From an optimization exercise on the open Yosys and OpenROAD flow, aimed at small area; shortcuts taken in it are not production practice.
In this exercise RTL edits were held to simulation tests only and were not proved equivalent to the original.
Power figures rest on the tool's default switching activity, not on a simulated workload.

**config.mk**
```make
export PLATFORM = sky130hd
export DESIGN_NAME = SYS_TOP
export DESIGN_NICKNAME = SYS_TOP
export VERILOG_FILES = /design/flow/design.v
export SDC_FILE = /design/flow/constraint.sdc
export NUM_CORES = 4
export LEC_CHECK = 0
export ABC_AREA = 1
export CAP_MARGIN = 20
export CORE_MARGIN = 2
export CORE_UTILIZATION = 40
export CTS_BUF_LIST = sky130_fd_sc_hd__clkbuf_8
export SLEW_MARGIN = 20
```
**constraint.sdc**
```tcl
create_clock -name core_clock -period 40.0 [get_ports {CLK}]
set_input_delay 8.0000 -clock core_clock [delete_from_list [all_inputs] [get_ports {CLK}]]
set_output_delay 8.0000 -clock core_clock [all_outputs]
set_load 0.01 [all_outputs]
```
**design.v**
```verilog
module SYS_TOP (
 input  wire RST_N,
 input  wire CLK,
 input  wire UART_RX_IN,
 output wire UART_TX_O,
 output wire parity_error,
 output wire framing_error
);
reg        r2_p32, r2_p16, r2_typ, r2_en;      
reg  [4:0] r3;                                
wire [7:0] REG2 = {r2_p32, r2_p16, ~(r2_p32 | r2_p16), 3'b000, r2_typ, r2_en};
wire [7:0] REG3 = {2'b00, ~|r3, r3};
reg [3:0] lo;
reg [1:0] hi;
reg       rinit;
reg       h;            
always @(posedge CLK)
	if (lo == 4'd15)
		h <= ~h;
always @(posedge CLK or negedge RST_N) begin
	if (~RST_N) begin
		lo    <= 4'd0;
		hi    <= 2'd1;
		rinit <= 1'b0;
	end
	else begin
		lo <= lo + 4'd1;
		if (lo == 4'd15) begin
			hi <= hi_n;
			if (hi == 2'd3)
				rinit <= 1'b1;
		end
	end
end
reg       ract;
reg [1:0] rt;           
reg [3:0] rbit;
reg [7:0] rsr;
reg       rpar;
reg       perr, ferr;
wire rx       = UART_RX_IN;
wire rsamp    = ract & ({h, lo[3]} == rt) & (lo[2:0] == 3'd0);
wire r_start  = (rbit == 4'd0);
wire r_data   = (rbit != 4'd0) & (rbit <= 4'd8);
wire r_par    = r2_en & (rbit == 4'd9);
wire r_stop   = r2_en ? (rbit == 4'd10) : (rbit == 4'd9);
wire r_past   = (rbit >= 4'd10) & ~r_stop;
wire r_perr   = rx ^ rpar;
wire r_good   = ~(r2_en & perr);      
wire rx_valid = rsamp & r_stop & rx & r_good;
wire r_idle   = (r_start & rx) | (r_stop & rx) | r_past;
wire wr_bit;            
always @(posedge CLK) begin
	if (~ract)
		rt <= {h, lo[3]} + 2'd2;
	if (~ract)
		rbit <= 4'd0;
	else if (rsamp)
		rbit <= rbit + 4'd1;
	if (wr_bit)
		rsr <= {rsr[0], rsr[7:1]};
	else if (rsamp & r_data)
		rsr <= {rx, rsr[7:1]};
	if (rsamp & r_start)
		rpar <= r2_typ;
	else if (rsamp & r_data)
		rpar <= rpar ^ rx;
end
always @(posedge CLK or negedge RST_N) begin
	if (~RST_N) begin
		ract <= 1'b0;
		perr <= 1'b0;
		ferr <= 1'b0;
	end
	else begin
		if (~ract)
			ract <= ~rx;
		else if (rsamp & r_idle)
			ract <= 1'b0;
		if (rsamp & r_par)
			perr <= r_perr;
		if (rsamp & r_stop & r_good)
			ferr <= ~rx;
	end
end
assign parity_error  = perr;
assign framing_error = ferr;
localparam [2:0] C_IDLE = 3'd0, C_WADDR = 3'd1, C_RADDR = 3'd2, C_STUCK = 3'd3,
                 C_OPA  = 3'd4, C_OPB   = 3'd5, C_WDATA = 3'd6, C_FUNC  = 3'd7;
reg [2:0] cst;
reg [1:0] eph;
wire op_a = (cst == C_FUNC);
wire op_w = cst[2] & ~op_a;
wire e_wait = eph[0];
wire e_act  = eph[1];
reg [3:0] pa;           
wire [3:0] fn = pa;
wire lowreg     = (pa[3:2] == 2'b00);
wire [1:0] hi_n = (hi == 2'd3) ? 2'd1 : hi + 2'd1;
wire wsel       = lowreg ? pa[0] : pa[1];
wire wend       = (lo[2:0] == 3'd7) & (lo[3] != wsel);
wire wstart     = wend & (lowreg | ((lo[3] ? hi_n : hi) == pa[3:2]));
wire rd_end     = wend;
assign wr_bit = e_act & op_w;
reg  [15:0] r01;
reg  [47:0] ringA, ringB;
wire wr01 = wr_bit & lowreg;
wire wrA  = wr_bit & ~lowreg & ~pa[0];
wire wrB  = wr_bit & ~lowreg & pa[0];
always @(posedge CLK) begin
	r01   <= {wr01 ? rsr[0] : (rinit & r01[0]), r01[15:1]};
	ringA <= {ringA[46:0], wrA ? rsr[0] : (rinit & ringA[47])};
	ringB <= {ringB[46:0], wrB ? rsr[0] : (rinit & ringB[47])};
end
reg  [15:0] S;
reg         c, d, e;
reg  [3:0]  tbit;       
wire [3:0]  p = tbit;
wire is_mul  = (fn == 4'd2);
wire is_div  = (fn == 4'd3);
wire is_cmp  = (fn == 4'd10) | (fn == 4'd11) | (fn == 4'd12);
wire step    = (is_mul & p[3]) | (is_div & (p[3] | (p[2:0] == 3'd7)));
wire cmp_out = is_cmp & p[0];
wire a_last  = (p == 4'd15);
wire lowk = ~lo[3];
wire xg   = r01[0] & lowk;      
wire yg   = r01[8] & lowk;      
wire a1   = r01[1];             
wire a9   = r01[9];             
wire b1   = r01[1];             
reg  ax, ay;
always @(*) begin
	if (step & is_mul) begin
		ax = S[1];
		ay = a9 & d;
	end
	else if (step) begin
		ax = S[0];
		ay = (b1 & (lo != 4'd15)) ^ e;
	end
	else begin
		ax = xg;
		ay = ((fn == 4'd14) ? xg : yg) ^ ((fn == 4'd1) | is_cmp);
	end
end
wire sum  = ax ^ ay ^ c;
wire cout = (ax & ay) | (ax & c) | (ay & c);
reg alu_sin;
reg [3:0] lut;          
always @(*) begin
	case (fn)
		4'd2   : lut = 4'b1010;
		4'd3   : lut = 4'b1100;
		4'd4   : lut = 4'b1000;
		4'd5   : lut = 4'b1110;
		4'd6   : lut = 4'b0111;
		4'd7   : lut = 4'b0001;
		4'd8   : lut = 4'b0110;
		default: lut = 4'b1001;
	endcase
end
always @(*) begin
	if (step & is_mul)
		alu_sin = (lo == 4'd15) ? c : (lo >= 4'd7) ? sum : S[1];
	else if (step)
		alu_sin = (lo == 4'd0) ? e : (a_last & lo[3]) ? 1'b0 : d;
	else if (cmp_out)
		alu_sin = (lo == 4'd0) ? (((fn == 4'd10) & e) | ((fn == 4'd12) & ~c)) :
		          (lo == 4'd1) ? (((fn == 4'd11) & c & ~e) | ((fn == 4'd12) & ~c)) : 1'b0;
	else if (fn == 4'd13)
		alu_sin = a1 & (lo < 4'd7);
	else if ((fn[3:1] == 3'b000) | (fn[3:1] == 3'b101) | (fn[3:1] == 3'b110) | (fn == 4'd14))
		alu_sin = sum;
	else
		alu_sin = lut[{xg, yg}];
end
wire [7:0] lreg = pa[0] ? REG3 : REG2;
wire rd_sin = ~lowreg ? (pa[0] ? ringB[47] : ringA[47]) :
              pa[1]   ? lreg[lo[2:0]] : r01[0];
reg       tact;
reg [4:0] ttm;
reg       tmore, tpar;
wire tend    = (ttm == r3);
wire t_data  = (tbit != 4'd0) & (tbit <= 4'd8);
wire t_par   = r2_en & (tbit == 4'd9);
wire t_stop  = r2_en ? (tbit == 4'd10) : (tbit == 4'd9);
wire rd_done  = e_act & ~op_w & ~op_a & rd_end;
wire alu_done = e_act & op_a & (lo == 4'd15) & a_last;
wire tx_go    = rd_done | alu_done;
wire sh  = (e_act & ~op_w) | (tact & tend & t_data);
wire sin = op_a ? alu_sin : rd_sin;
always @(posedge CLK) begin
	if (sh)
		S <= {sin, S[15:1]};
	if (e_wait) begin
		c <= (fn == 4'd1) | is_cmp;
		e <= 1'b1;
	end
	else if (e_act) begin
		if (step & (lo < 4'd7))
			c <= is_div & e;
		else if (~cmp_out)
			c <= cout;
		if (step & is_mul) begin
			if (lo == 4'd0)
				d <= S[0];
		end
		else
			d <= (lo >= 4'd7) ? sum : S[0];
		if (step & (lo == 4'd15))
			e <= ~sum;
		else if (is_cmp & ~cmp_out)
			e <= e & ~(xg ^ yg);
	end
	if (rx_valid & ~e_wait & ~e_act) begin
		if (cst == C_WADDR || cst == C_RADDR || cst == C_FUNC)
			pa <= rsr[3:0];
		else if (cst == C_OPA)
			pa <= 4'd0;
		else if (cst == C_OPB)
			pa <= 4'd1;
	end
	if (tx_go) begin
		tbit  <= 4'd0;
		ttm   <= 5'd1;
		tmore <= alu_done;
	end
	else if (tact) begin
		ttm <= tend ? 5'd1 : ttm + 5'd1;
		if (tend) begin
			if (t_stop) begin
				tbit  <= 4'd0;
				tmore <= 1'b0;
			end
			else
				tbit <= tbit + 4'd1;
			if (tbit == 4'd0)
				tpar <= r2_typ;
			else if (t_data)
				tpar <= tpar ^ S[0];
		end
	end
	else if (e_wait)
		tbit <= is_mul ? 4'd7 : is_div ? 4'd6 : is_cmp ? 4'd14 : 4'd15;
	else if (e_act & (lo == 4'd15))
		tbit <= tbit + 4'd1;
end
always @(posedge CLK or negedge RST_N) begin
	if (~RST_N) begin
		cst    <= C_IDLE;
		eph    <= 2'd0;
		tact   <= 1'b0;
		r2_p32 <= 1'b1;
		r2_p16 <= 1'b0;
		r2_typ <= 1'b0;
		r2_en  <= 1'b1;
		r3     <= 5'd0;
	end
	else begin
		if (e_wait) begin
			if (op_w & (pa[3:1] == 3'b001)) begin
				if (pa[0])
					r3 <= rsr[4:0];
				else begin
					r2_p32 <= rsr[7];
					r2_p16 <= rsr[6];
					r2_typ <= rsr[1];
					r2_en  <= rsr[0];
				end
			end
			if (op_w & (pa[3:1] == 3'b001)) begin
				eph <= 2'd0;
				cst <= C_IDLE;
			end
			else if (op_a ? (lo == 4'd15) : wstart)
				eph <= 2'd2;
		end
		if (e_act & (op_w ? (lo[2:0] == 3'd7) : op_a ? alu_done : rd_end)) begin
			eph <= 2'd0;
			cst <= (cst == C_OPA) ? C_OPB : (cst == C_OPB) ? C_FUNC : C_IDLE;
		end
		if (rx_valid & ~e_wait & ~e_act) begin
			case (cst)
				C_IDLE : if ((rsr[7:4] == rsr[3:0]) & rsr[3] & (rsr[2] ^ rsr[1]))
				         	cst <= {rsr[2], rsr[0], ~(rsr[2] ^ rsr[0])};
				C_WADDR: cst <= C_WDATA;
				C_STUCK: ;
				C_FUNC : if (rsr[3:0] == 4'hF) cst <= C_STUCK; else eph <= 2'd1;
				default: eph <= 2'd1;
			endcase
		end
		if (tx_go)
			tact <= 1'b1;
		else if (tact & tend & t_stop & ~tmore)
			tact <= 1'b0;
	end
end
assign UART_TX_O = ~tact | ((tbit != 4'd0) & (t_data ? S[0] : (t_par ? tpar : 1'b1)));
endmodule
```
**flow/run.sh**
```bash
#!/bin/bash
# The standard layout (the standard.sh, unchanged synthesis, floorplan,
# placement, routing and finishing), except that clock tree synthesis is told
# not to insert dummy loads. The clock tree still uses only clkbuf_8 cells.
set -o pipefail
cp standard.sh standard.sh.log
export CTS_ARGS="-sink_clustering_enable -repair_clock_nets -buf_list sky130_fd_sc_hd__clkbuf_8 -dont_use_dummy_load"
bash standard.sh > standard.log 2>&1
status=$?
tail -40 standard.log
exit $status
```
**standard.sh**
```bash
#!/bin/bash
# synth_recipe.tcl (not shown) runs the flow's synth.tcl, then flattens the netlist and writes it again
# the make line also repeats each setting of config.mk as NAME=value (left out here)
make -C /OpenROAD-flow-scripts/flow DESIGN_CONFIG=/design/flow/config.mk WORK_HOME=/design/flow/orfs CLKGATE_MAP_FILE= SYNTH_SCRIPT=/design/flow/synth_recipe.tcl "${@:-finish}"
```
==> results.cfg, run 1 <==
[timing]
tns_ps = 0
timing.final.crit_period_ps = 10230
tightest_slew_ps = 714
fmax_mhz = 97.8
slew_violations = 0
fin_skew_ps = 31.0
fin_hold_ws_ps = 306
min_period_over_period = 0.256
max_slew_margin = 0.521
rsz0062_at_grt = false
hold_viol = 0
finalSetupViolCount = 0
layout_setup_ws_ps = 29770

[synthesis]
syn_nets = 654
synthArstFlopShare = 0.134
synthMuxAreaShare = 0.00172
synthAdderAreaFrac = 0.0317
synth_top_family_by_area = simple AND/OR/NAND/NOR gates
synth_cell_types = 49
synth_simple_gate_area_share = 0.158
yosysSeqAreaShare = 0.646
syn_area_per_cell_um2 = 10.3
synth_top_area_share = 0.385
netlist_area_mm2 = 0.00656
synth_xor_area_frac = 0.0147
synth_area_leader_cell = dfxtp_1
ys_top_cells_by_area = dfxtp_1 (38%), edfxtp_1 (16%), dfrtp_1 (8.4%), nand2_1 (5.8%), inv_1 (3.8%)
synth-seq-cells = 187
yosysWarningCount = 1
synthCells = 635
synthTopCellsByCount = dfxtp_1 (126), nand2_1 (102), inv_1 (66), nor2_1 (45), o21ai_0 (45)
synth_edf_count = 36
yosysMostFrequentCell = dfxtp_1
synth-compound-area-share = 0.0981
synthFlopType = dfxtp_1

[floorplan]
ios = 6
std_cell_rows = 46
die_y_um = 132
fp.coreArea_mm2 = 0.0159
start_util = 0.411
die_w_um = 132
dieArea_mm2 = 0.0174

[drt]
ant_nets = 0
drtPass1Iterations = 8
route.detailed.drc = 0
wl_per_cell_um = 14.2
viasPerCell = 4.99
drt_iter0_drc = 392
drt-total-wl_um = 12300
num_vias = 4329

[status]
outcome = finished clean

[layout]
syn2layout_area_growth_pct = 7.82
nets = 672
seq_area_mm2 = 0.00423
nFillCells = 1516
diodes = 0
multi_input_area_mm2 = 0.00200
drive_gt1_frac = 0.0661

[flow_run]
maxCapViolCount = 0

[power]
vdd_drop_max_v = 0.0000305
p_leak_nw = 2.93
powerDensity_mw_per_mm2 = 40.3

[hold_path]
hp-class = register to register

[setup_path]
criticalPathCategory = register to primary output
crit_path_end_kind = primary output
cp.required_ps = 32000
cp_max_fo = 5
cp.arrival_ps = 2230
crit_path_start_kind = register

[global_route]
grt_pass1_vias = 4163
antenna_found_initial = 0
grt_max_degree = 26
overflow = 0
track_usage = 0.150
grt_pass1_wl_um = 20800

[place]
port_buffers = 5
place_congestion = 0.860
place_ws_ps = 30200
dp_hpwl_um = 8850

[cts]
clk_pin_slew_ps = 90
numCtsBuffers = 17
clockBufferDepth = 2
cts_tree = done
htree_levels = 4
cts_sinks = 187
post_cts.repair.setup_buffers = 0
insertion_delay_ps = 440
cts-root-buf = clkbuf_8
ctsHoldBuffers = 0
postCtsResizedCells = 0
==> per-layer routing <==
layer	track usage	vias up	wire length (µm)
met4	0.0682	0	291
met5	0	-	0
li1	-	2150	-
met1	0.210	2056	6220
met2	0.216	103	5270
met3	0.0408	20	544
==> stage by stage <==
step / power, mW / cell area [µm²] / utilization / std cells
2_1_floorplan: 0.197 / 6560 / - / 635
3_3_place_gp: 0.198 / 6840 / 0.429 / 850
3_5_place_dp: 0.198 / 6830 / 0.428 / 850
4_1_cts: 0.288 / 7060 / 0.443 / 867
5_1_grt: 0.297 / 7070 / 0.443 / 867
6_report: 0.285 / 7070 / 0.443 / 867
==> kinds of logic after synthesis <==
group,count (synthesis)
buffers and inverters,81
and+or+nand+nor,227
xor gates and xnor gates,11
AOI/OAI and AO/OA,112
DFF,187
adders and majority gates,16
muxes,1
==> power breakdown <==
| part | internal [mW] | switching (mW) |
|---|---|---|
| Clock | 0.0377 | 0.0539 |
| Combinational | 0.000397 | 0.00104 |
| Sequential | 0.192 | 0.000202 |
| Total | 0.230 | 0.0552 |
==> worst max-delay path, cell delays in order, from the launching register on <==
cell and delay [ps]:
dfxtp_1 410, inv_1 130, ha_1 230, a21oi_1 190, inv_1 80, o221ai_1 190, clkdlybuf4s50_1 570
==> registers in the layout, indices dropped and copies added (netlist names), 2 cells and up <==
| name | flops |
|---|---|
| rt | 2 |
| S | 16 |
| lo | 4 |
| ringA | 48 |
| tbit | 4 |
| rbit | 4 |
| r01 | 16 |
| ttm | 5 |
| pa | 4 |
| r3 | 5 |
| rsr | 8 |
| hi | 2 |
| ringB | 48 |
| cst | 3 |
| eph | 2 |
==> cell usage in the layout (no fill, tap or decap), types with 10 or more instances in the layout <==
| master | netlist | routed |
|---|---|---|
| nor3_1 | 11 | 11 |
| a21oi_1 | 29 | 29 |
| dfrtp_1 | 22 | 22 |
| xor2_1 | 10 | 10 |
| dfxtp_1 | 126 | 126 |
| inv_1 | 66 | 66 |
| edfxtp_1 | 36 | 36 |
| nor2_1 | 45 | 45 |
| nand3_1 | 42 | 42 |
| clkbuf_8 | 0 | 17 |
| ha_1 | 15 | 15 |
| o21ai_0 | 45 | 44 |
| nand2_1 | 102 | 102 |
==> path summary, 6_finish.rpt <==
kind	endpoint	depth (start not counted)	from	slack, ps
worst min register to register	ringA[41]$_DFF_P_	0	ringA[40]$_DFF_P_	310
worst max register to register	S[15]$_DFFE_PP_	13	pa[0]$_DFFE_PP_	36470
worst min-delay path	ringA[41]$_DFF_P_	0	ringA[40]$_DFF_P_	310
min in group asynchronous	ract$_DFF_PN0_	1	RST_N	7540
worst max-delay path	UART_TX_O	6	tbit[0]$_SDFFE_PP0P_	29770
max in group asynchronous	r2_p32$_DFFE_PN1P_	1	RST_N	32050
==> area by class of cell <==
type	instances	area share
tap	216	0.0382
sequential	187	0.599
multi-input combinational	367	0.282
clock buffer	17	0.0331
inverter	74	0.0400
timing repair buffer	6	0.00743
==> run 2, diff against run 1 <==
==> run.sh (new file) <==
#!/bin/bash
# synth_recipe.tcl (not shown) runs the flow's synth.tcl, then flattens the netlist and writes it again
# the make line also repeats each setting of config.mk as NAME=value (left out here)
make -C /OpenROAD-flow-scripts/flow DESIGN_CONFIG=/design/flow/config.mk WORK_HOME=/design/flow/orfs CLKGATE_MAP_FILE= SYNTH_SCRIPT=/design/flow/synth_recipe.tcl finish
removed: flow/run.sh
removed: standard.sh
==> run 2 against run 1 <==
Compared with the run above:
- hold slack improved by 21 ps
- via count is 1.8% higher
- synthesized cell count unchanged
- cell count increased by 1.6%
- clock power rose by 33%
- flip-flop and latch count unchanged
- sequential power hardly changed
- still clean on timing, DRC and antenna
- largest cell class unchanged
- design area is 2.2% higher
==> results.cfg, run 2 <==
[status]
outcome = finished clean

[flow_run]
maxCapViolCount = 0

[layout]
drive_gt1_frac = 0.0842
seq_area_mm2 = 0.00423
diodes = 0
most-common-layout-cells = dfxtp_1 (126), nand2_1 (102), inv_1 (67)
nets = 672
nFillCells = 1506
multi_input_area_mm2 = 0.00200
final_cell_area_mm2 = 0.00723
syn2layout_area_growth_pct = 10.2
reg_top3 = ringA (48), ringB (48)
final_common_cell = dfxtp_1

[power]
p_int_mw = 0.246
p_seq_frac = 0.608
p_sw_frac = 0.219
clkPwrFrac = 0.388
p_switching_mw = 0.0691
powerDensity_mw_per_mm2 = 43.7
vdd_drop_max_v = 0.0000321
comb_power_share = 0.005
p_leak_nw = 3.01

[drt]
ant_nets = 0
drt-total-wl_um = 12400
viasPerCell = 5.00
drtPass1Iterations = 10
drt_iter0_drc = 348
route.detailed.drc = 0
num_vias = 4408
wl_per_cell_um = 14.1

[floorplan]
die_y_um = 132
dieArea_mm2 = 0.0174
ios = 6
die_w_um = 132
fp.coreArea_mm2 = 0.0159
start_util = 0.411
std_cell_rows = 46

[place]
place_congestion = 0.860
dpl_cell_area_mm2 = 0.00683
dp_hpwl_um = 8850
port_buffers = 5

[setup_path]
crit_path_start_kind = register
crit_path_end_kind = primary output
rr_worst_depth = 13
cp.arrival_ps = 2280
cp_common_cell = inv_1
crit_chain = inv_1 > ha_1 > a21oi_1 > inv_1 > o221ai_1 > clkdlybuf4s50_1
cp_max_fo = 5
crit_path_top_delay_cell = clkdlybuf4s50_1
criticalPathCategory = register to primary output
path_buf_inv = 3
cp_top_family = buffers and inverters
max_stage_delay_ps = 570
crit_cells = 6
cp.required_ps = 32000

[global_route]
grt_max_degree = 26
grt_pass1_wl_um = 21000
track_usage = 0.152
overflow = 0
antenna_found_initial = 0
grt_pass1_vias = 4187

[hold_path]
hp-class = register to register
whs_path_depth = 0

[synthesis]
yosysWarningCount = 1
synthTopCellsByCount = dfxtp_1 (126), nand2_1 (102), inv_1 (66), nor2_1 (45), o21ai_0 (45)
synth-compound-area-share = 0.0981
synth_cell_types = 49
synthAdderAreaFrac = 0.0317
synth_area_leader_cell = dfxtp_1
synth_top_area_share = 0.385
synth-seq-cells = 187
netlist_area_mm2 = 0.00656
synthArstFlopShare = 0.134
synthMuxAreaShare = 0.00172
syn_nets = 654
yosysMostFrequentCell = dfxtp_1
syn_area_per_cell_um2 = 10.3
synthCells = 635
synth_edf_count = 36
yosysSeqAreaShare = 0.646
synthFlopType = dfxtp_1
ys_top_cells_by_area = dfxtp_1 (38%), edfxtp_1 (16%), dfrtp_1 (8.4%), nand2_1 (5.8%), inv_1 (3.8%)
synth_xor_area_frac = 0.0147
synth_simple_gate_area_share = 0.158
synth_top_family_by_area = simple AND/OR/NAND/NOR gates

[timing]
tns_ps = 0
min_period_over_period = 0.257
timing.final.crit_period_ps = 10280
fin_skew_ps = 15.0
finalSetupViolCount = 0
fmax_mhz = 97.3
rsz0062_at_grt = false
tightest_slew_ps = 717
hold_viol = 0
slew_violations = 0
max_slew_margin = 0.519

[cts]
insertion_delay_ps = 450
cts_sinks = 187
cts_tree = done
postCtsResizedCells = 0
ctsHoldBuffers = 0
clk_pin_slew_ps = 100
clockBufferDepth = 2
htree_levels = 4
post_cts.repair.setup_buffers = 0
cts-root-buf = clkbuf_8
numCtsBuffers = 17
[run 2: cell counts after synthesis]
Identical to the previous run, type by type.
[run 2: path summary, 6_finish.rpt]
kind,startpoint,to,slack (ps)
min in group asynchronous,RST_N,ract$_DFF_PN0_,7520
min,ringA[16]$_DFF_P_,ringA[17]$_DFF_P_,330
min reg2reg,ringA[16]$_DFF_P_,ringA[17]$_DFF_P_,330
max reg2reg,pa[0]$_DFFE_PP_,S[15]$_DFFE_PP_,36420
max in group asynchronous,RST_N,hi[0]$_DFFE_PN1P_,32090
max,tbit[0]$_SDFFE_PP0P_,UART_TX_O,29720
[run 2: layer usage]
metal | part of all wire | track usage | vias to the layer above
met1 | 0.49 | 0.212 | 2093
met3 | 0.051 | 0.0454 | 25
met5 | 0 | 0 | -
met2 | 0.43 | 0.218 | 121
li1 | - | - | 2169
met4 | 0.024 | 0.0634 | 0
[run 2: layout make-up]
class | instances | share of cell area
multi-input combinational | 367 | 0.276
clock inverter | 12 | 0.0180
sequential | 187 | 0.586
clock buffer | 19 | 0.0362
inverter | 74 | 0.0391
tap | 216 | 0.0374
timing repair buffer | 6 | 0.00727
[run 2: cell families (layout without fill, tap and decap cells)]
| kind of cell | count (synthesis) | after routing |
|---|---|---|
| AO/OA/AOI/OAI | 112 | 112 |
| XOR/XNOR | 11 | 11 |
| adder cells (fa/ha/maj) | 16 | 16 |
| buffers and inverters | 81 | 111 |
| flip-flops | 187 | 187 |
| multiplexers | 1 | 1 |
| AND/OR/NAND/NOR | 227 | 227 |
[run 2: worst register-to-register path, cell delays in order (launching register included)]
cell and delay [ps]:
edfxtp_1 680, clkinv_1 440, nand2_1 190, o21ai_1 80, inv_1 160, o31ai_1 160, xor2_1 170, o21ai_0 210
nand2_1 100, fa_1 510, or2_2 330, nand3_1 110, a21oi_1 90, a21oi_1 200
[run 2: per-stage QoR]
step | hold slack (ps) | power, mW | worst slack [ps] | utilization | std cells
after floorplan | 310 | 0.197 | 30840 | - | 635
after global placement | 311 | 0.198 | 30310 | 0.429 | 850
after detailed placement | 312 | 0.198 | 30200 | 0.428 | 850
after CTS | 330 | 0.319 | 29680 | 0.453 | 881
after global routing | 338 | 0.328 | 29510 | 0.453 | 881
final | 327 | 0.316 | 29720 | 0.453 | 881
[run 2: power groups by stage]
| stage | combinational [mW] | sequential [mW] | clock (mW) |
|---|---|---|---|
| 6_report | 0.00143 | 0.192 | 0.122 |
| 5_1_grt | 0.00172 | 0.192 | 0.134 |
| 4_1_cts | 0.00149 | 0.192 | 0.126 |
| 3_5_place_dp | 0.00148 | 0.196 | 0 |
| 3_3_place_gp | 0.00146 | 0.196 | 0 |
| 2_1_floorplan | 0.000561 | 0.196 | 0 |
==> run 3, diff against run 2 <==
--- a/design.v
+++ b/design.v
@@ -12,14 +12,10 @@
 wire [7:0] REG3 = {2'b00, ~|r3, r3};
 reg [3:0] lo;
-reg [1:0] hi;
+reg       h;
 reg       rinit;
-reg       h;            
-always @(posedge CLK)
-	if (lo == 4'd15)
-		h <= ~h;
 always @(posedge CLK or negedge RST_N) begin
 	if (~RST_N) begin
 		lo    <= 4'd0;
-		hi    <= 2'd1;
+		h     <= 1'b0;
 		rinit <= 1'b0;
 	end
@@ -27,6 +23,6 @@
 		lo <= lo + 4'd1;
 		if (lo == 4'd15) begin
-			hi <= hi_n;
-			if (hi == 2'd3)
+			h <= ~h;
+			if (h)
 				rinit <= 1'b1;
 		end
@@ -41,9 +37,9 @@
 wire rx       = UART_RX_IN;
 wire rsamp    = ract & ({h, lo[3]} == rt) & (lo[2:0] == 3'd0);
-wire r_start  = (rbit == 4'd0);
-wire r_data   = (rbit != 4'd0) & (rbit <= 4'd8);
-wire r_par    = r2_en & (rbit == 4'd9);
-wire r_stop   = r2_en ? (rbit == 4'd10) : (rbit == 4'd9);
-wire r_past   = (rbit >= 4'd10) & ~r_stop;
+wire r_start  = (rbit == 4'd7);
+wire r_data   = rbit[3];
+wire r_par    = r2_en & (rbit == 4'd0);
+wire r_stop   = r2_en ? (rbit == 4'd1) : (rbit == 4'd0);
+wire r_past   = (rbit == 4'd2) | (~r2_en & (rbit == 4'd1));
 wire r_perr   = rx ^ rpar;
 wire r_good   = ~(r2_en & perr);      
@@ -55,5 +51,5 @@
 		rt <= {h, lo[3]} + 2'd2;
 	if (~ract)
-		rbit <= 4'd0;
+		rbit <= 4'd7;
 	else if (rsamp)
 		rbit <= rbit + 4'd1;
@@ -97,19 +93,19 @@
 wire [3:0] fn = pa;
 wire lowreg     = (pa[3:2] == 2'b00);
-wire [1:0] hi_n = (hi == 2'd3) ? 2'd1 : hi + 2'd1;
-wire wsel       = lowreg ? pa[0] : pa[1];
-wire wend       = (lo[2:0] == 3'd7) & (lo[3] != wsel);
-wire wstart     = wend & (lowreg | ((lo[3] ? hi_n : hi) == pa[3:2]));
+wire wend       = (lo[2:0] == 3'd7) & (lo[3] != pa[0]);
+wire wstart     = wend & (lowreg | ((h ^ lo[3]) == pa[1]));
 wire rd_end     = wend;
 assign wr_bit = e_act & op_w;
 reg  [15:0] r01;
-reg  [47:0] ringA, ringB;
+reg  [31:0] ring1, ring2, ring3;       
 wire wr01 = wr_bit & lowreg;
-wire wrA  = wr_bit & ~lowreg & ~pa[0];
-wire wrB  = wr_bit & ~lowreg & pa[0];
+wire wr1  = wr_bit & (pa[3:2] == 2'd1);
+wire wr2  = wr_bit & (pa[3:2] == 2'd2);
+wire wr3  = wr_bit & (pa[3:2] == 2'd3);
 always @(posedge CLK) begin
 	r01   <= {wr01 ? rsr[0] : (rinit & r01[0]), r01[15:1]};
-	ringA <= {ringA[46:0], wrA ? rsr[0] : (rinit & ringA[47])};
-	ringB <= {ringB[46:0], wrB ? rsr[0] : (rinit & ringB[47])};
+	ring1 <= {ring1[30:0], wr1 ? rsr[0] : (rinit & ring1[31])};
+	ring2 <= {ring2[30:0], wr2 ? rsr[0] : (rinit & ring2[31])};
+	ring3 <= {ring3[30:0], wr3 ? rsr[0] : (rinit & ring3[31])};
 end
 reg  [15:0] S;
@@ -121,5 +117,5 @@
 wire is_cmp  = (fn == 4'd10) | (fn == 4'd11) | (fn == 4'd12);
 wire step    = (is_mul & p[3]) | (is_div & (p[3] | (p[2:0] == 3'd7)));
-wire cmp_out = is_cmp & p[0];
+wire cmp_out = is_cmp & (p == 4'd15);
 wire a_last  = (p == 4'd15);
 wire lowk = ~lo[3];
@@ -176,5 +172,5 @@
 end
 wire [7:0] lreg = pa[0] ? REG3 : REG2;
-wire rd_sin = ~lowreg ? (pa[0] ? ringB[47] : ringA[47]) :
+wire rd_sin = ~lowreg ? (pa[3] ? (pa[2] ? ring3[31] : ring2[31]) : ring1[31]) :
               pa[1]   ? lreg[lo[2:0]] : r01[0];
 reg       tact;
@@ -182,7 +178,8 @@
 reg       tmore, tpar;
 wire tend    = (ttm == r3);
-wire t_data  = (tbit != 4'd0) & (tbit <= 4'd8);
-wire t_par   = r2_en & (tbit == 4'd9);
-wire t_stop  = r2_en ? (tbit == 4'd10) : (tbit == 4'd9);
+wire t_start = (tbit == 4'd7);
+wire t_data  = tbit[3];
+wire t_par   = r2_en & (tbit == 4'd0);
+wire t_stop  = r2_en ? (tbit == 4'd1) : (tbit == 4'd0);
 wire rd_done  = e_act & ~op_w & ~op_a & rd_end;
 wire alu_done = e_act & op_a & (lo == 4'd15) & a_last;
@@ -200,4 +197,6 @@
 		if (step & (lo < 4'd7))
 			c <= is_div & e;
+		else if (~step & ~is_cmp & (lo == 4'd15))
+			c <= (fn == 4'd1);
 		else if (~cmp_out)
 			c <= cout;
@@ -222,5 +221,5 @@
 	end
 	if (tx_go) begin
-		tbit  <= 4'd0;
+		tbit  <= 4'd7;
 		ttm   <= 5'd1;
 		tmore <= alu_done;
@@ -230,10 +229,10 @@
 		if (tend) begin
 			if (t_stop) begin
-				tbit  <= 4'd0;
+				tbit  <= 4'd7;
 				tmore <= 1'b0;
 			end
 			else
 				tbit <= tbit + 4'd1;
-			if (tbit == 4'd0)
+			if (t_start)
 				tpar <= r2_typ;
 			else if (t_data)
@@ -242,5 +241,5 @@
 	end
 	else if (e_wait)
-		tbit <= is_mul ? 4'd7 : is_div ? 4'd6 : is_cmp ? 4'd14 : 4'd15;
+		tbit <= 4'd6;
 	else if (e_act & (lo == 4'd15))
 		tbit <= tbit + 4'd1;
@@ -296,4 +295,4 @@
 	end
 end
-assign UART_TX_O = ~tact | ((tbit != 4'd0) & (t_data ? S[0] : (t_par ? tpar : 1'b1)));
+assign UART_TX_O = ~tact | (~t_start & (t_data ? S[0] : (t_par ? tpar : 1'b1)));
 endmodule
==> flow/run.sh (new file) <==
#!/bin/bash
# The standard layout (the standard.sh, unchanged synthesis, floorplan,
# placement, routing and finishing), except that clock tree synthesis is told
# not to insert dummy loads. The clock tree still uses only clkbuf_8 cells.
set -o pipefail
cp standard.sh standard.sh.log
export CTS_ARGS="-sink_clustering_enable -repair_clock_nets -buf_list sky130_fd_sc_hd__clkbuf_8 -dont_use_dummy_load"
bash standard.sh > standard.log 2>&1
status=$?
tail -40 standard.log
exit $status
==> standard.sh (new file) <==
#!/bin/bash
# synth_recipe.tcl (not shown) runs the flow's synth.tcl, then flattens the netlist and writes it again
# the make line also repeats each setting of config.mk as NAME=value (left out here)
make -C /OpenROAD-flow-scripts/flow DESIGN_CONFIG=/design/flow/config.mk WORK_HOME=/design/flow/orfs CLKGATE_MAP_FILE= SYNTH_SCRIPT=/design/flow/synth_recipe.tcl "${@:-finish}"
removed: run.sh
==> run 3 against run 2 <==
Compared with the run above:
- clock skew rose by 18 ps
- register-to-register slack improved by 390 ps
- flip-flop and latch count fell by 2
- synthesized area fell by 2.3%
- critical path depth fell by 2
- via count fell by 5.6%
- sequential power barely moved
- fmax rose by 1.0%
- largest power group unchanged
- highest routed layer unchanged
==> results.cfg, run 3 <==
[setup_path]
r2r-start = pa[2]$_SDFFCE_PN0P_
crit_path_start_kind = register
crit_start = r2_en$_DFFE_PN1P_
crit_path_end_kind = primary output
cp.required_ps = 32000
cp_max_fo = 6
cp.arrival_ps = 2180
rr_worst_depth = 17
criticalPathCategory = register to primary output
ff2ff_setup_slack_ps = 36810
rr_endpoint = S[15]$_DFFE_PP_

[place]
place_ws_ps = 30310
dp_hpwl_um = 8470
place_congestion = 0.868
dpl_cell_area_mm2 = 0.00670
port_buffers = 5
dp.cells = 833

[timing]
max_slew_margin = 0.637
min_period_over_period = 0.254
layout_setup_ws_ps = 29820
timing.final.crit_period_ps = 10180
hold_viol = 0
fmax_mhz = 98.3
slew_violations = 0
fin_skew_ps = 32.5
rsz0062_at_grt = false
finalSetupViolCount = 0
fin_hold_ws_ps = 292
tns_ps = 0
tightest_slew_ps = 545

[drt]
num_vias = 4159
wl_per_cell_um = 14.0
drt_iter0_drc = 317
ant_nets = 0
drtPass1Iterations = 6
drt-total-wl_um = 11900
route.detailed.drc = 0
viasPerCell = 4.89

[synthesis]
synth-seq-cells = 185
synthMuxAreaShare = 0.00508
synthArstFlopShare = 0.130
synth_simple_gate_area_share = 0.150
yosysWarningCount = 1
synth_xor_area_frac = 0.0192
syn_nets = 634
ys_top_cells_by_area = dfxtp_1 (39%), edfxtp_1 (16%), dfrtp_1 (8.6%), nand2_1 (5.2%), inv_1 (4.3%)
netlist_area_mm2 = 0.00640
synth_top_family_by_area = simple AND/OR/NAND/NOR gates
synthTopCellsByCount = dfxtp_1 (126), nand2_1 (89), inv_1 (73), nor2_1 (50), nand3_1 (42)
synth_edf_count = 35
synth_cell_types = 45
synth-compound-area-share = 0.0928
synth_area_leader_cell = dfxtp_1
synthCells = 617
synthFlopType = dfxtp_1
syn_area_per_cell_um2 = 10.4
yosysSeqAreaShare = 0.652
synth_top_area_share = 0.394
yosysMostFrequentCell = dfxtp_1
synthAdderAreaFrac = 0.0285

[cts]
clockBufferDepth = 2
htree_levels = 4
ctsHoldBuffers = 0
clk_pin_slew_ps = 100
insertion_delay_ps = 450
postCtsResizedCells = 0
numCtsBuffers = 17
cts_tree = done
cts_sinks = 185
post_cts.repair.setup_buffers = 0
cts-root-buf = clkbuf_8

[layout]
diodes = 0
nets = 653
drive_gt1_frac = 0.0631
most-common-layout-cells = dfxtp_1 (126), nand2_1 (89), inv_1 (73)
syn2layout_area_growth_pct = 8.23
nFillCells = 1516
final_cell_area_mm2 = 0.00693
fin_util = 0.439
final_cells = 850
final_common_cell = dfxtp_1
reg_top3 = ring1 (32), ring2 (32), ring3 (32)

[power]
p_total_mw = 0.281
vdd_drop_max_v = 0.0000279
p_leak_nw = 2.90
powerDensity_mw_per_mm2 = 40.6

[floorplan]
std_cell_rows = 46
start_util = 0.406
dieArea_mm2 = 0.0170
fp.coreArea_mm2 = 0.0158
die_y_um = 131
die_w_um = 131
ios = 6

[global_route]
grt_max_degree = 25
grt_pass1_vias = 3931
overflow = 0
antenna_found_initial = 0
track_usage = 0.155
grt_pass1_wl_um = 20100

[hold_path]
hp-class = register to register
min_from = ring2[21]$_DFF_P_
whs_path_depth = 0
hold_end = ring2[22]$_DFF_P_

[status]
outcome = finished clean

[flow_run]
maxCapViolCount = 0
-- run 3: area by class of cell --
cell class / count / area [µm²] / area share
sequential: 185 / 4180 / 0.603
multi-input combinational: 347 / 1890 / 0.273
inverter: 79 / 302 / 0.0435
tap: 216 / 270 / 0.0390
clock buffer: 17 / 234 / 0.0338
timing repair buffer: 6 / 52.6 / 0.00758
-- run 3: layer usage --
metal,wire length (µm),global-route usage,vias to the layer above
li1,-,-,2082
met1,6150,0.227,1967
met2,5030,0.217,94
met3,526,0.0456,16
met4,185,0.0607,0
met5,0,0,-
-- run 3: critical path, cell delays in order (launching register included) --
cell and delay, ps:
dfstp_2 580, inv_1 140, o41ai_1 360, o211ai_1 150, clkdlybuf4s50_1 500
-- run 3: worst max-delay path by stage --
stage	end	slack (ps)	cells after the start
finish	UART_TX_O	29820	4
global route	UART_TX_O	29700	4
CTS	UART_TX_O	29790	4
detailed placement	UART_TX_O	30310	4
global placement	UART_TX_O	30380	4
floorplan	UART_TX_O	30920	3
-- run 3: cell families (layout without fill, tap and decap cells) --
family,Yosys count,count (layout)
AO/OA/AOI/OAI,101,101
AND/OR/NAND/NOR,215,215
buffers and inverters,85,102
multiplexers,3,3
adder cells (fa/ha/maj),14,14
flip-flops,185,185
XOR/XNOR,14,14
-- run 3: power breakdown --
group	total, mW	switching, mW	internal [mW]
registers	0.189	0.0000221	0.189
clock network	0.0908	0.0533	0.0376
logic	0.00100	0.000702	0.000298
==> run 4, diff against run 3 <==
==> flow/run.sh (replaced) <==
#!/bin/bash
# The standard layout (standard.sh: unchanged synthesis, floorplan,
# placement, CTS, routing, finishing) with two changes:
#  - after synthesis, OpenROAD's restructure re-maps the combinational logic
#    for area (flow/restructure.tcl, run as ORFS's POST_SYNTH_TCL hook);
#  - clock tree synthesis inserts no dummy loads (it still uses clkbuf_8).
# standard.sh's make output goes to standard.log; ORFS keeps each step's log
# under orfs/logs.
set -o pipefail
here=$(pwd)
cp standard.sh standard.sh.log
export POST_SYNTH_TCL="$here/flow/restructure.tcl"
export CTS_ARGS="-sink_clustering_enable -repair_clock_nets -buf_list sky130_fd_sc_hd__clkbuf_8 -dont_use_dummy_load"
bash standard.sh > standard.log 2>&1
status=$?
tail -40 standard.log
exit $status
==> flow/restructure.tcl (new file) <==
# Run by ORFS right after it reads the synthesized netlist (POST_SYNTH_TCL):
# re-map the combinational logic for area with OpenROAD's restructure (ABC).
# Registers are not touched, so they keep the standard synthesis's names
# and cell types.
if { [info exists ::env(LIB_FILES)] } {
  set rs_lib [lindex $::env(LIB_FILES) 0]
} else {
  set rs_lib /OpenROAD-flow-scripts/flow/platforms/sky130hd/lib/sky130_fd_sc_hd__tt_025C_1v80.lib
}
set rs_dir [file normalize restructure_work]
file mkdir $rs_dir
report_design_area
restructure -target area -liberty_file $rs_lib \
  -tielo_port sky130_fd_sc_hd__conb_1/LO -tiehi_port sky130_fd_sc_hd__conb_1/HI \
  -work_dir $rs_dir -abc_logfile $rs_dir/abc.log
report_design_area
==> run 4 against run 3 <==
Compared with the run above:
- the run now fails in 1_synth
==> results.cfg, run 4 <==
[status]
outcome = did not finish
stop_stage = 1_synth
tool.error = Error: synth_odb.tcl, 7 can't create directory "/OpenROAD-flow-scripts/flow/restructure_work": read-only file system

[synthesis]
yosysWarningCount = 1
==> run 5, diff against run 4 <==
--- a/design.v
+++ b/design.v
@@ -32,19 +32,21 @@
 reg [1:0] rt;           
 reg [3:0] rbit;
-reg [7:0] rsr;
+reg [7:0] rxr;
 reg       rpar;
 reg       perr, ferr;
 wire rx       = UART_RX_IN;
-wire rsamp    = ract & ({h, lo[3]} == rt) & (lo[2:0] == 3'd0);
+reg  rjs;                
+wire rsamp    = ract & ~rjs & ({h, lo[3]} == rt) & (lo[2:0] == rbit[2:0]);
 wire r_start  = (rbit == 4'd7);
 wire r_data   = rbit[3];
-wire r_par    = r2_en & (rbit == 4'd0);
-wire r_stop   = r2_en ? (rbit == 4'd1) : (rbit == 4'd0);
-wire r_past   = (rbit == 4'd2) | (~r2_en & (rbit == 4'd1));
+wire r_par    = (rbit == 4'd0);
+wire r_stop   = (rbit == 4'd1);
+wire r_past   = (rbit == 4'd2);
 wire r_perr   = rx ^ rpar;
 wire r_good   = ~(r2_en & perr);      
 wire rx_valid = rsamp & r_stop & rx & r_good;
 wire r_idle   = (r_start & rx) | (r_stop & rx) | r_past;
-wire wr_bit;            
+wire [7:0] rsr  = {rxr[6:0], rxr[7]};
+wire [7:0] rsr2 = {rxr[5:0], rxr[7:6]};
 always @(posedge CLK) begin
 	if (~ract)
@@ -53,9 +55,7 @@
 		rbit <= 4'd7;
 	else if (rsamp)
-		rbit <= rbit + 4'd1;
-	if (wr_bit)
-		rsr <= {rsr[0], rsr[7:1]};
-	else if (rsamp & r_data)
-		rsr <= {rx, rsr[7:1]};
+		rbit <= (rbit == 4'd15) ? {3'b000, ~r2_en} : rbit + 4'd1;
+	rxr <= {(rsamp & r_data) ? rx : rxr[0], rxr[7:1]};
+	rjs <= rsamp;
 	if (rsamp & r_start)
 		rpar <= r2_typ;
@@ -96,5 +96,5 @@
 wire wstart     = wend & (lowreg | ((h ^ lo[3]) == pa[1]));
 wire rd_end     = wend;
-assign wr_bit = e_act & op_w;
+wire wr_bit = e_act & op_w;      
 reg  [15:0] r01;
 reg  [31:0] ring1, ring2, ring3;       
@@ -104,8 +104,8 @@
 wire wr3  = wr_bit & (pa[3:2] == 2'd3);
 always @(posedge CLK) begin
-	r01   <= {wr01 ? rsr[0] : (rinit & r01[0]), r01[15:1]};
-	ring1 <= {ring1[30:0], wr1 ? rsr[0] : (rinit & ring1[31])};
-	ring2 <= {ring2[30:0], wr2 ? rsr[0] : (rinit & ring2[31])};
-	ring3 <= {ring3[30:0], wr3 ? rsr[0] : (rinit & ring3[31])};
+	r01   <= {wr01 ? rxr[0] : (rinit & r01[0]), r01[15:1]};
+	ring1 <= {ring1[30:0], wr1 ? rxr[0] : (rinit & ring1[31])};
+	ring2 <= {ring2[30:0], wr2 ? rxr[0] : (rinit & ring2[31])};
+	ring3 <= {ring3[30:0], wr3 ? rxr[0] : (rinit & ring3[31])};
 end
 reg  [15:0] S;
@@ -260,10 +260,10 @@
 			if (op_w & (pa[3:1] == 3'b001)) begin
 				if (pa[0])
-					r3 <= rsr[4:0];
+					r3 <= rsr2[4:0];
 				else begin
-					r2_p32 <= rsr[7];
-					r2_p16 <= rsr[6];
-					r2_typ <= rsr[1];
-					r2_en  <= rsr[0];
+					r2_p32 <= rsr2[7];
+					r2_p16 <= rsr2[6];
+					r2_typ <= rsr2[1];
+					r2_en  <= rsr2[0];
 				end
 			end
--- a/flow/restructure.tcl
+++ b/flow/restructure.tcl
@@ -8,5 +8,6 @@
   set rs_lib /OpenROAD-flow-scripts/flow/platforms/sky130hd/lib/sky130_fd_sc_hd__tt_025C_1v80.lib
 }
-set rs_dir [file normalize restructure_work]
+# work files go to the run's folder (the parent of this script's flow/)
+set rs_dir [file normalize [file join [file dirname [file normalize [info script]]] .. restructure_work]]
 file mkdir $rs_dir
 report_design_area
--- a/config.mk
+++ b/config.mk
@@ -9,5 +9,5 @@
 export CAP_MARGIN = 20
 export CORE_MARGIN = 2
-export CORE_UTILIZATION = 40
+export CORE_UTILIZATION = 60
 export CTS_BUF_LIST = sky130_fd_sc_hd__clkbuf_8
 export SLEW_MARGIN = 20
==> run 5 against run 4 <==
Compared with the run above:
- the run now finishes clean
==> results.cfg, run 5 <==
[status]
outcome = finished clean

[cts]
post_cts.repair.setup_buffers = 0
cts_sinks = 186
clk_pin_slew_ps = 100
cts_tree = done
cts-root-buf = clkbuf_8
ctsHoldBuffers = 0
postCtsResizedCells = 0
clockBufferDepth = 2
numCtsBuffers = 17
htree_levels = 4
insertion_delay_ps = 450

[layout]
nFillCells = 756
final_common_cell = dfxtp_1
reg_top3 = ring1 (32), ring2 (32), ring3 (32)
diodes = 0
multi_input_area_mm2 = 0.00153
syn2layout_area_growth_pct = 7.63
seq_area_mm2 = 0.00412
nets = 551
drive_gt1_frac = 0.0385
most-common-layout-cells = dfxtp_1 (135), clkinv_1 (76), nor2_1 (43)

[timing]
timing.final.crit_period_ps = 10290
finalSetupViolCount = 0
fin_skew_ps = 32.5
hold_viol = 0
tns_ps = 0
fmax_mhz = 97.1
max_slew_margin = 0.413
slew_violations = 0
min_period_over_period = 0.257
tightest_slew_ps = 874
rsz0062_at_grt = false
fin_hold_ws_ps = 291

[place]
dp_hpwl_um = 7700
place_congestion = 0.974
port_buffers = 5

[global_route]
grt_use_met1 = 0.306
grt_pass1_vias = 3762
grt_pass1_wl_um = 18100
grt_use_met2 = 0.341
grt-busiest-layer = met2
grt_max_degree = 25
overflow = 0
antenna_found_initial = 0
track_usage = 0.226
met3_usage = 0.0719

[synthesis]
synthCells = 523
netlist_area_mm2 = 0.00593
yosysWarningCount = 1
syn_nets = 526
syn_area_per_cell_um2 = 11.3

[setup_path]
crit_path_start_kind = register
crit_path_end_kind = primary output
crit_path_top_delay_cell = dfstp_2
cp.required_ps = 32000
crit_chain = clkinv_1 > or3_1 > nor3_1 > o221ai_1 > clkdlybuf4s50_1
cp_max_fo = 4
cp.arrival_ps = 2290
criticalPathCategory = register to primary output
max_stage_delay_ps = 570
ff2ff_setup_slack_ps = 35460

[floorplan]
dieArea_mm2 = 0.0107
die_w_um = 103
die_y_um = 103
ios = 6
fp.coreArea_mm2 = 0.00968
std_cell_rows = 36
start_util = 0.613

[hold_path]
hp-class = register to register

[drt]
viasPerCell = 5.86
num_vias = 3981
drt_iter0_drc = 430
wl_per_cell_um = 16.5
drt-total-wl_um = 11200
drtPass1Iterations = 8
route.detailed.drc = 0
ant_nets = 0

[flow_run]
maxCapViolCount = 0

[power]
powerDensity_mw_per_mm2 = 44.0
p_leak_nw = 2.26
vdd_drop_max_v = 0.0000391
==> run 5: cell type report <==
| cell class | count | share of cell area |
|---|---|---|
| Timing Repair Buffer | 6 | 0.00823 |
| Multi-Input combinational cell | 261 | 0.240 |
| Inverter | 76 | 0.0447 |
| Tap cell | 133 | 0.0261 |
| Sequential cell | 186 | 0.644 |
| Clock buffer | 17 | 0.0366 |
==> run 5: power by group <==
part | total (mW) | leakage [nW] | internal, mW | switching (mW)
Combinational | 0.00127 | 0.504 | 0.000463 | 0.000805
Sequential | 0.189 | 1.64 | 0.189 | 0.0000831
Clock | 0.0903 | 0.122 | 0.0376 | 0.0527
==> run 5: per-stage QoR <==
step | area (µm²) | setup WS [ps] | std cells | util | power [mW]
floorplan | 5930 | 30740 | 523 | - | 0.194
global placement | 6160 | 30070 | 662 | 0.636 | 0.195
detailed placement | 6160 | 30010 | 662 | 0.636 | 0.195
CTS | 6390 | 29650 | 679 | 0.660 | 0.284
global route | 6390 | 29550 | 679 | 0.660 | 0.291
finish | 6390 | 29710 | 679 | 0.660 | 0.281
==> run 5: metal layers <==
layer	vias to the layer above	routed length, µm
met4	0	204
li1	1963	-
met2	157	4980
met5	-	0
met3	27	781
met1	1834	5240
==> run 5: critical path: cells and delay by family (launching register included) <==
kind | cells | cell delay (ps)
buf+inv | 2 | 640
compound gates | 1 | 140
simple gates | 2 | 500
flops | 1 | 570
==> run 5: final timing paths <==
kind | cells after the start | to | startpoint
min reg2reg | 0 | ring2[17]$_DFF_P_ | ring2[16]$_DFF_P_
min | 0 | ring2[17]$_DFF_P_ | ring2[16]$_DFF_P_
min in group asynchronous | 1 | eph[0]$_DFF_PN0_ | RST_N
max in group asynchronous | 1 | r2_p32$_DFFE_PN1P_ | RST_N
max | 5 | UART_TX_O | r2_en$_DFFE_PN1P_
max reg2reg | 22 | S[15]$_DFFE_PP_ | lo[0]$_DFF_PN0_
==> run 6, diff against run 5 <==
--- a/config.mk
+++ b/config.mk
@@ -9,5 +9,5 @@
 export CAP_MARGIN = 20
 export CORE_MARGIN = 2
-export CORE_UTILIZATION = 60
+export CORE_UTILIZATION = 40
 export CTS_BUF_LIST = sky130_fd_sc_hd__clkbuf_8
 export SLEW_MARGIN = 20
==> run 6 against run 5 <==
Compared with the run above:
- still clean on timing, DRC and antenna
- clock skew is 1.3 ps lower
- non-clock buffer count stayed put
- clock power hardly changed
- global-route usage is 7.2 points lower
- count of clock-buffer cells in the layout stayed put
- via count is 1.6% higher
- critical path type unchanged
- critical endpoint unchanged
- highest routed layer unchanged
==> results.cfg, run 6 <==
[setup_path]
cp_max_fo = 4
crit_path_top_delay_cell = dfstp_2
crit_chain = clkinv_1 > or3_1 > nor3_1 > o221ai_1 > clkdlybuf4s50_1
cp.required_ps = 32000
crit_path_end_kind = primary output
crit_path_start_kind = register
cp.arrival_ps = 2370
ff2ff_setup_slack_ps = 35390
max_stage_delay_ps = 580
r2r-start = lo[0]$_DFF_PN0_
rr_endpoint = S[15]$_DFFE_PP_
criticalPathCategory = register to primary output
rr_worst_depth = 21

[place]
place_congestion = 0.902
port_buffers = 5
dpl_cell_area_mm2 = 0.00622
dp.cells = 713
place_ws_ps = 29960
dp_hpwl_um = 7970

[hold_path]
whs_path_depth = 0
hold_end = ring1[18]$_DFF_P_
hp-class = register to register
min_from = ring1[17]$_DFF_P_

[cts]
ctsHoldBuffers = 0
cts_sinks = 186
post_cts.repair.setup_buffers = 0
clk_pin_slew_ps = 100
insertion_delay_ps = 440
cts-root-buf = clkbuf_8
cts_tree = done
postCtsResizedCells = 0
htree_levels = 4
numCtsBuffers = 17
clockBufferDepth = 2

[floorplan]
die_y_um = 126
fp.coreArea_mm2 = 0.0145
dieArea_mm2 = 0.0158
die_w_um = 126
std_cell_rows = 44
ios = 6
start_util = 0.408

[drt]
num_vias = 4043
met3_length_um = 625
wl_per_cell_um = 15.8
wl_met2_um = 4940
wl_met1_um = 5730
drt-total-wl_um = 11500
viasPerCell = 5.54
route.detailed.drc = 0
drtPass1Iterations = 5
drt_iter0_drc = 291
ant_nets = 0
highest_layer = met4

[layout]
most-common-layout-cells = dfxtp_1 (135), clkinv_1 (76), nor2_1 (43)
final_cell_area_mm2 = 0.00645
diodes = 0
syn2layout_area_growth_pct = 8.71
nets = 551
final_common_cell = dfxtp_1
fin_util = 0.444
drive_gt1_frac = 0.0385
final_cells = 730
reg_top3 = ring1 (32), ring2 (32), ring3 (32)

[timing]
tightest_slew_ps = 876
max_slew_margin = 0.412
tns_ps = 0
rsz0062_at_grt = false
finalSetupViolCount = 0
slew_violations = 0
fin_hold_ws_ps = 306
fmax_mhz = 96.5
layout_setup_ws_ps = 29630
min_period_over_period = 0.259
fin_skew_ps = 31.1
hold_viol = 0
timing.final.crit_period_ps = 10370

[global_route]
grt_pass1_vias = 3829
overflow = 0
track_usage = 0.154
grt_max_degree = 25
antenna_found_initial = 0
grt_pass1_wl_um = 19300

[synthesis]
netlist_area_mm2 = 0.00593
synthCells = 523
syn_area_per_cell_um2 = 11.3
yosysWarningCount = 1
syn_nets = 526

[power]
vdd_drop_max_v = 0.0000275
powerDensity_mw_per_mm2 = 43.6
p_total_mw = 0.281
p_leak_nw = 2.26

[flow_run]
maxCapViolCount = 0

[status]
outcome = finished clean
[run 6: cell counts in the layout (fill, tap and decap cells not counted)]
No cell type changed its count.
[run 6: worst max-delay path by stage]
stage,start,to,depth (start not counted)
finish,r2_en$_DFFE_PN1P_,UART_TX_O,5
global route,r2_en$_DFFE_PN1P_,UART_TX_O,5
CTS,r2_en$_DFFE_PN1P_,UART_TX_O,5
detailed placement,UART_RX_IN,cst[2]$_DFF_PN0_,8
global placement,r2_en$_DFFE_PN1P_,UART_TX_O,5
floorplan,r2_en$_DFFE_PN1P_,UART_TX_O,4
[run 6: where the power goes]
group | switching, mW | internal (mW) | total (mW)
registers | 0.0000984 | 0.189 | 0.189
logic | 0.000851 | 0.000463 | 0.00131
clock network | 0.0528 | 0.0376 | 0.0904
[run 6: routing by layer]
metal,track usage,vias to the layer above
li1,-,1962
met1,0.216,1949
met2,0.224,116
met3,0.0463,16
met4,0.0633,0
met5,0,-
[run 6: layout make-up]
type	count	area, µm²
clock buffer	17	234
tap	184	230
inverter	76	285
fill	1404	8080
timing repair buffer	6	52.6
multi-input combinational	261	1530
sequential	186	4120
[run 6: worst max-delay path: cells and delay by family, from the launching register on]
family	cells	cell delay (ps)
AOI/OAI and AO/OA	1	130
buffers and inverters	2	680
and+or+nand+nor	2	530
DFF	1	580
==> run 7, diff against run 6 <==
==> flow/run.sh (replaced) <==
#!/bin/bash
# The standard layout (standard.sh: unchanged synthesis, floorplan,
# placement, CTS, routing, finishing) with two changes:
#  - after synthesis, OpenROAD's restructure re-maps the combinational logic
#    for area (flow/restructure.tcl, run as ORFS's POST_SYNTH_TCL hook);
#  - clock tree synthesis inserts no dummy loads; its buffers are clkbuf_8,
#    except the root, a clkbuf_2 that only drives the tree buffers.
# standard.sh's make output goes to standard.log; ORFS keeps each step's log
# under orfs/logs.
set -o pipefail
here=$(pwd)
cp standard.sh standard.sh.log
export POST_SYNTH_TCL="$here/flow/restructure.tcl"
export CTS_ARGS="-sink_clustering_enable -repair_clock_nets -buf_list sky130_fd_sc_hd__clkbuf_8 -root_buf sky130_fd_sc_hd__clkbuf_2 -dont_use_dummy_load"
bash standard.sh > standard.log 2>&1
status=$?
tail -40 standard.log
exit $status
==> run 7 against run 6 <==
Compared with the run above:
- cell count is 0.41% higher
- non-clock buffer count stayed put
- clock power is 2.3% lower
- sequential power hardly changed
- synthesized cell count stayed put
- worst setup slack worse by 320 ps
- fmax is 3.0% lower
- first-iteration DRC count is 5.5% higher
- global-route usage hardly changed
- largest cell class unchanged
==> results.cfg, run 7 <==
[power]
p_switching_mw = 0.0534
p_sw_frac = 0.192
powerDensity_mw_per_mm2 = 43.3
p_leak_nw = 2.26
p_seq_frac = 0.679
clkPwrFrac = 0.316
comb_power_share = 0.005
vdd_drop_max_v = 0.0000274
p_int_mw = 0.226

[layout]
multi_input_area_mm2 = 0.00153
drive_gt1_frac = 0.0385
nFillCells = 1402
most-common-layout-cells = dfxtp_1 (135), clkinv_1 (76), nor2_1 (43)
syn2layout_area_growth_pct = 8.69
nets = 551
final_common_cell = dfxtp_1
seq_area_mm2 = 0.00412
reg_top3 = ring1 (32), ring2 (32), ring3 (32)
final_cells = 733

[setup_path]
criticalPathCategory = register to primary output
crit_path_start_kind = register
cp.arrival_ps = 2690
r2r-start = lo[0]$_DFF_PN0_
cp.required_ps = 32000
crit_path_end_kind = primary output
max_stage_delay_ps = 580
ff2ff_setup_slack_ps = 35360
path_buf_inv = 2
crit_path_top_delay_cell = dfstp_2
crit_chain = clkinv_1 > or3_1 > nor3_1 > o221ai_1 > clkdlybuf4s50_1
cp_top_family = buffers and inverters
cp_max_fo = 4
rr_endpoint = S[15]$_DFFE_PP_
rr_worst_depth = 21

[floorplan]
die_y_um = 126
start_util = 0.408
fp.coreArea_mm2 = 0.0145
ios = 6
std_cell_rows = 44
die_w_um = 126
dieArea_mm2 = 0.0158

[timing]
fmax_mhz = 93.5
tns_ps = 0
slew_violations = 0
fin_skew_ps = 35.7
hold_viol = 0
rsz0062_at_grt = false
min_period_over_period = 0.267
tightest_slew_ps = 866
timing.final.crit_period_ps = 10690
max_slew_margin = 0.418
finalSetupViolCount = 0

[cts]
cts-root-buf = clkbuf_2
numCtsBuffers = 17
ctsHoldBuffers = 0
clockBufferDepth = 2
postCtsResizedCells = 0
htree_levels = 4
cts_sinks = 186
post_cts.repair.setup_buffers = 0
cts_tree = done
clk_pin_slew_ps = 110
insertion_delay_ps = 760

[hold_path]
min_from = ring1[17]$_DFF_P_
hp-class = register to register
whs_path_depth = 0
hold_end = ring1[18]$_DFF_P_

[place]
port_buffers = 5
place_congestion = 0.902
dp.cells = 713
dp_hpwl_um = 7970

[synthesis]
synthCells = 523
yosysWarningCount = 1
syn_nets = 526
syn_area_per_cell_um2 = 11.3
netlist_area_mm2 = 0.00593

[status]
outcome = finished clean

[drt]
drt-total-wl_um = 11500
num_vias = 4059
drt_iter0_drc = 307
route.detailed.drc = 0
viasPerCell = 5.54
wl_per_cell_um = 15.7
drtPass1Iterations = 5
ant_nets = 0

[flow_run]
maxCapViolCount = 0

[global_route]
grt_max_degree = 25
antenna_found_initial = 1
overflow = 0
grt_pass1_wl_um = 19300
track_usage = 0.154
grt_pass1_vias = 3827
## run 7: worst register-to-register path: cells and delay by family (launching register included)
kind,cells,cell delay (ps)
buffers and inverters,2,590
DFF,1,590
and+or+nand+nor,8,1390
AOI/OAI and AO/OA,11,1860
## run 7: power by group through the flow
stage	Sequential, mW	Combinational, mW	Clock [mW]
floorplan	0.194	0.000292	0
global placement	0.194	0.00136	0
detailed placement	0.194	0.00135	0
CTS	0.189	0.00135	0.0917
global route	0.189	0.00146	0.0991
finish	0.189	0.00131	0.0883
## run 7: how the worst max path moves through the flow
stage	from	to	slack, ps	depth (start not counted)
global placement	r2_en$_DFFE_PN1P_	UART_TX_O	30130	5
global route	r2_en$_DFFE_PN1P_	UART_TX_O	29120	5
finish	r2_en$_DFFE_PN1P_	UART_TX_O	29310	5
detailed placement	UART_RX_IN	cst[2]$_DFF_PN0_	29960	8
floorplan	r2_en$_DFFE_PN1P_	UART_TX_O	30740	4
CTS	r2_en$_DFFE_PN1P_	UART_TX_O	29220	5
## run 7: cell type report
class,count,share of cell area
flip-flops and latches,186,0.638
multi-input cells,261,0.238
inverters,76,0.0442
well taps,184,0.0357
clock buffers,17,0.0349
repair buffers,6,0.00815
diodes,3,0.00116
## run 7: through the flow
step	cell area, µm²	total power [mW]	util	worst slack, ps	hold slack, ps
floorplan	5930	0.194	-	30740	310
global placement	6220	0.195	0.428	30130	310
detailed placement	6220	0.195	0.428	29960	312
CTS	6440	0.282	0.443	29220	312
global route	6450	0.290	0.444	29120	326
finish	6450	0.279	0.444	29310	309
## run 7: per-layer routing
metal	vias up	track usage	share of wire
li1	1958	-	-
met1	1956	0.217	0.49
met2	126	0.224	0.43
met3	19	0.0463	0.059
met4	0	0.0614	0.019
met5	-	0	0
==> run 8, diff against run 7 <==
==> flow/run.sh (replaced) <==
#!/bin/bash
# The standard layout (standard.sh: unchanged synthesis, floorplan,
# placement, CTS, routing, finishing) with these changes:
#  - after synthesis, OpenROAD's restructure re-maps the combinational logic
#    for area (flow/restructure.tcl, run as ORFS's POST_SYNTH_TCL hook);
#  - clock tree synthesis inserts no dummy loads; its buffers are clkbuf_8,
#    except the root, a clkbuf_2 that only drives the tree buffers;
#  - every input and output port still gets its own buffer, but a buf_1
#    (buffer_ports' default pick here is clkdlybuf4s50_1).
# standard.sh's make output goes to standard.log; ORFS keeps each step's log
# under orfs/logs.
set -o pipefail
here=$(pwd)
cp standard.sh standard.sh.log
export POST_SYNTH_TCL="$here/flow/restructure.tcl"
export CTS_ARGS="-sink_clustering_enable -repair_clock_nets -buf_list sky130_fd_sc_hd__clkbuf_8 -root_buf sky130_fd_sc_hd__clkbuf_2 -dont_use_dummy_load"
export BUFFER_PORTS_ARGS="-buffer_cell sky130_fd_sc_hd__buf_1"
bash standard.sh > standard.log 2>&1
status=$?
tail -40 standard.log
exit $status
--- a/config.mk
+++ b/config.mk
@@ -7,7 +7,7 @@
 export LEC_CHECK = 0
 export ABC_AREA = 1
-export CAP_MARGIN = 20
+export CAP_MARGIN = 0
 export CORE_MARGIN = 2
 export CORE_UTILIZATION = 40
 export CTS_BUF_LIST = sky130_fd_sc_hd__clkbuf_8
-export SLEW_MARGIN = 20
+export SLEW_MARGIN = 0
==> run 8 against run 7 <==
Compared with the run above:
- still clean
- cell count fell by 0.27%
- die area did not move
- synthesized area did not move
- via count fell by 1.5%
- clock power barely moved
- wire length fell by 1.0%
- non-clock buffer count rose by 1
- hold slack got worse by 3.8 ps
- register-to-register slack improved by 130 ps
- clock skew fell by 5.4 ps
- design area fell by 0.41%
- largest power group unchanged
==> results.cfg, run 8 <==
[setup_path]
ff2ff_setup_slack_ps = 35490
cp.required_ps = 32000
cp.arrival_ps = 2350
rr_endpoint = S[15]$_DFFE_PP_
cp_max_fo = 4
r2r-start = lo[0]$_DFF_PN0_
criticalPathCategory = register to primary output
crit_path_end_kind = primary output
crit_path_start_kind = register
rr_worst_depth = 21

[timing]
hold_viol = 0
min_period_over_period = 0.259
rsz0062_at_grt = false
max_slew_margin = 0.412
tns_ps = 0
slew_violations = 0
finalSetupViolCount = 0
fmax_mhz = 96.6
fin_skew_ps = 30.3
timing.final.crit_period_ps = 10350
layout_setup_ws_ps = 29650
fin_hold_ws_ps = 305
tightest_slew_ps = 876

[floorplan]
die_w_um = 126
start_util = 0.408
fp.coreArea_mm2 = 0.0145
ios = 6
std_cell_rows = 44
dieArea_mm2 = 0.0158
die_y_um = 126

[drt]
route.detailed.drc = 0
drt_iter0_drc = 437
wl_per_cell_um = 15.6
drt-total-wl_um = 11400
viasPerCell = 5.47
drtPass1Iterations = 7
ant_nets = 0
num_vias = 3998

[cts]
cts_sinks = 186
numCtsBuffers = 17
cts-root-buf = clkbuf_2
postCtsResizedCells = 0
htree_levels = 4
cts_tree = done
insertion_delay_ps = 780
post_cts.repair.setup_buffers = 0
clockBufferDepth = 2
ctsHoldBuffers = 0
clk_pin_slew_ps = 110

[layout]
fin_util = 0.442
final_common_cell = dfxtp_1
reg_top3 = ring1 (32), ring2 (32), ring3 (32)
syn2layout_area_growth_pct = 8.24
nFillCells = 1388
nets = 552
multi_input_area_mm2 = 0.00153
final_cells = 731
drive_gt1_frac = 0.0384
diodes = 0
most-common-layout-cells = dfxtp_1 (135), clkinv_1 (76), nor2_1 (43)
seq_area_mm2 = 0.00412

[global_route]
grt_max_degree = 25
grt_pass1_vias = 3900
grt_use_met2 = 0.222
overflow = 0
antenna_found_initial = 0
grt_pass1_wl_um = 19400
grt-busiest-layer = met2
track_usage = 0.152
grt_use_met1 = 0.215
met3_usage = 0.0506

[hold_path]
hp-class = register to register
min_from = ring1[21]$_DFF_P_
hold_end = ring1[22]$_DFF_P_
whs_path_depth = 0

[status]
outcome = finished clean

[place]
place_congestion = 0.885
place_ws_ps = 30320
port_buffers = 5
dp_hpwl_um = 7900
dp.cells = 714

[flow_run]
maxCapViolCount = 0

[synthesis]
synthCells = 523
netlist_area_mm2 = 0.00593
syn_nets = 526
yosysWarningCount = 1
syn_area_per_cell_um2 = 11.3

[power]
powerDensity_mw_per_mm2 = 43.4
p_leak_nw = 2.25
vdd_drop_max_v = 0.0000302
[run 8: how the worst max path moves through the flow]
stage | slack [ps] | to | startpoint
4_1_cts | 29570 | UART_TX_O | r2_en$_DFFE_PN1P_
5_1_grt | 29490 | UART_TX_O | r2_en$_DFFE_PN1P_
2_1_floorplan | 30740 | UART_TX_O | r2_en$_DFFE_PN1P_
3_3_place_gp | 30470 | UART_TX_O | r2_en$_DFFE_PN1P_
6_report | 29650 | UART_TX_O | r2_en$_DFFE_PN1P_
3_5_place_dp | 30320 | cst[2]$_DFF_PN0_ | UART_RX_IN
[run 8: through the flow]
stage | cell area (µm²) | power (mW)
final | 6420 | 0.279
after global routing | 6420 | 0.289
after CTS | 6420 | 0.282
after detailed placement | 6200 | 0.195
after global placement | 6200 | 0.195
after floorplan | 5930 | 0.194
[run 8: final cells by class]
class                      count  share of cell area
timing repair buffer           7             0.00526
sequential                   186               0.641
inverter                      76              0.0444
multi-input combinational    261               0.239
clock buffer                  17              0.0351
tap                          184              0.0358
[run 8: report_power, final]
part | internal, mW | switching (mW) | leakage (nW) | total, mW
sequential | 0.189 | 0.0000890 | 1.64 | 0.189
combinational | 0.000321 | 0.000851 | 0.495 | 0.00117
clock | 0.0358 | 0.0524 | 0.119 | 0.0882
[run 8: layer usage]
layer,part of all wire,vias up
li1,-,1955
met1,0.49,1898
met2,0.43,127
met3,0.067,18
met4,0.015,0
met5,0,-
[run 8: critical path, cell delays in order (launching register included)]
cell and delay [ps]:
dfstp_2 580, clkinv_1 170, or3_1 380, nor3_1 160, o221ai_1 140, buf_1 160

separate check: timing with driven ports:
Ports are ideal in the flow. The routed layouts listed here were re-timed in OpenROAD.
Step 1, drivers: a clkbuf_16 drives CLK and a buf_2 each remaining input, both assumed.
Step 2 times the ports against the registers' clock, not the clock port: input delays grow and output delays shrink by t, the midpoint of the rising clock arrivals with the driver on.
Three values: ideal ports, drivers, drivers and shift; two values: the first two.
| run | t, ns | slack for setup (ns) | hold slack, ns | worst slew at a driven data input, ns |
|---|---|---|---|---|
| run 1 | 0.460 | 29.772 / 29.738 / 30.198 | 0.306 / 0.306 / 0.306 | 0.03 |
| run 2 | 0.482 | 29.718 / 29.683 / 30.165 | 0.327 / 0.327 / 0.327 | 0.03 |
| run 3 | 0.477 | 29.823 / 29.787 / 30.264 | 0.292 / 0.292 / 0.292 | 0.03 |
| run 5 | 0.469 | 29.706 / 29.672 / 29.923 | 0.291 / 0.291 / 0.291 | 0.03 |
| run 6 | 0.467 | 29.634 / 29.599 / 29.945 | 0.306 / 0.306 / 0.306 | 0.03 |
| run 7 | 0.786 | 29.309 / 29.274 / 29.936 | 0.309 / 0.309 / 0.309 | 0.03 |
| run 8 | 0.788 | 29.645 / 29.614 / 30.266 | 0.305 / 0.305 / 0.305 | 0.03 |
After both steps every run listed still meets setup and hold.
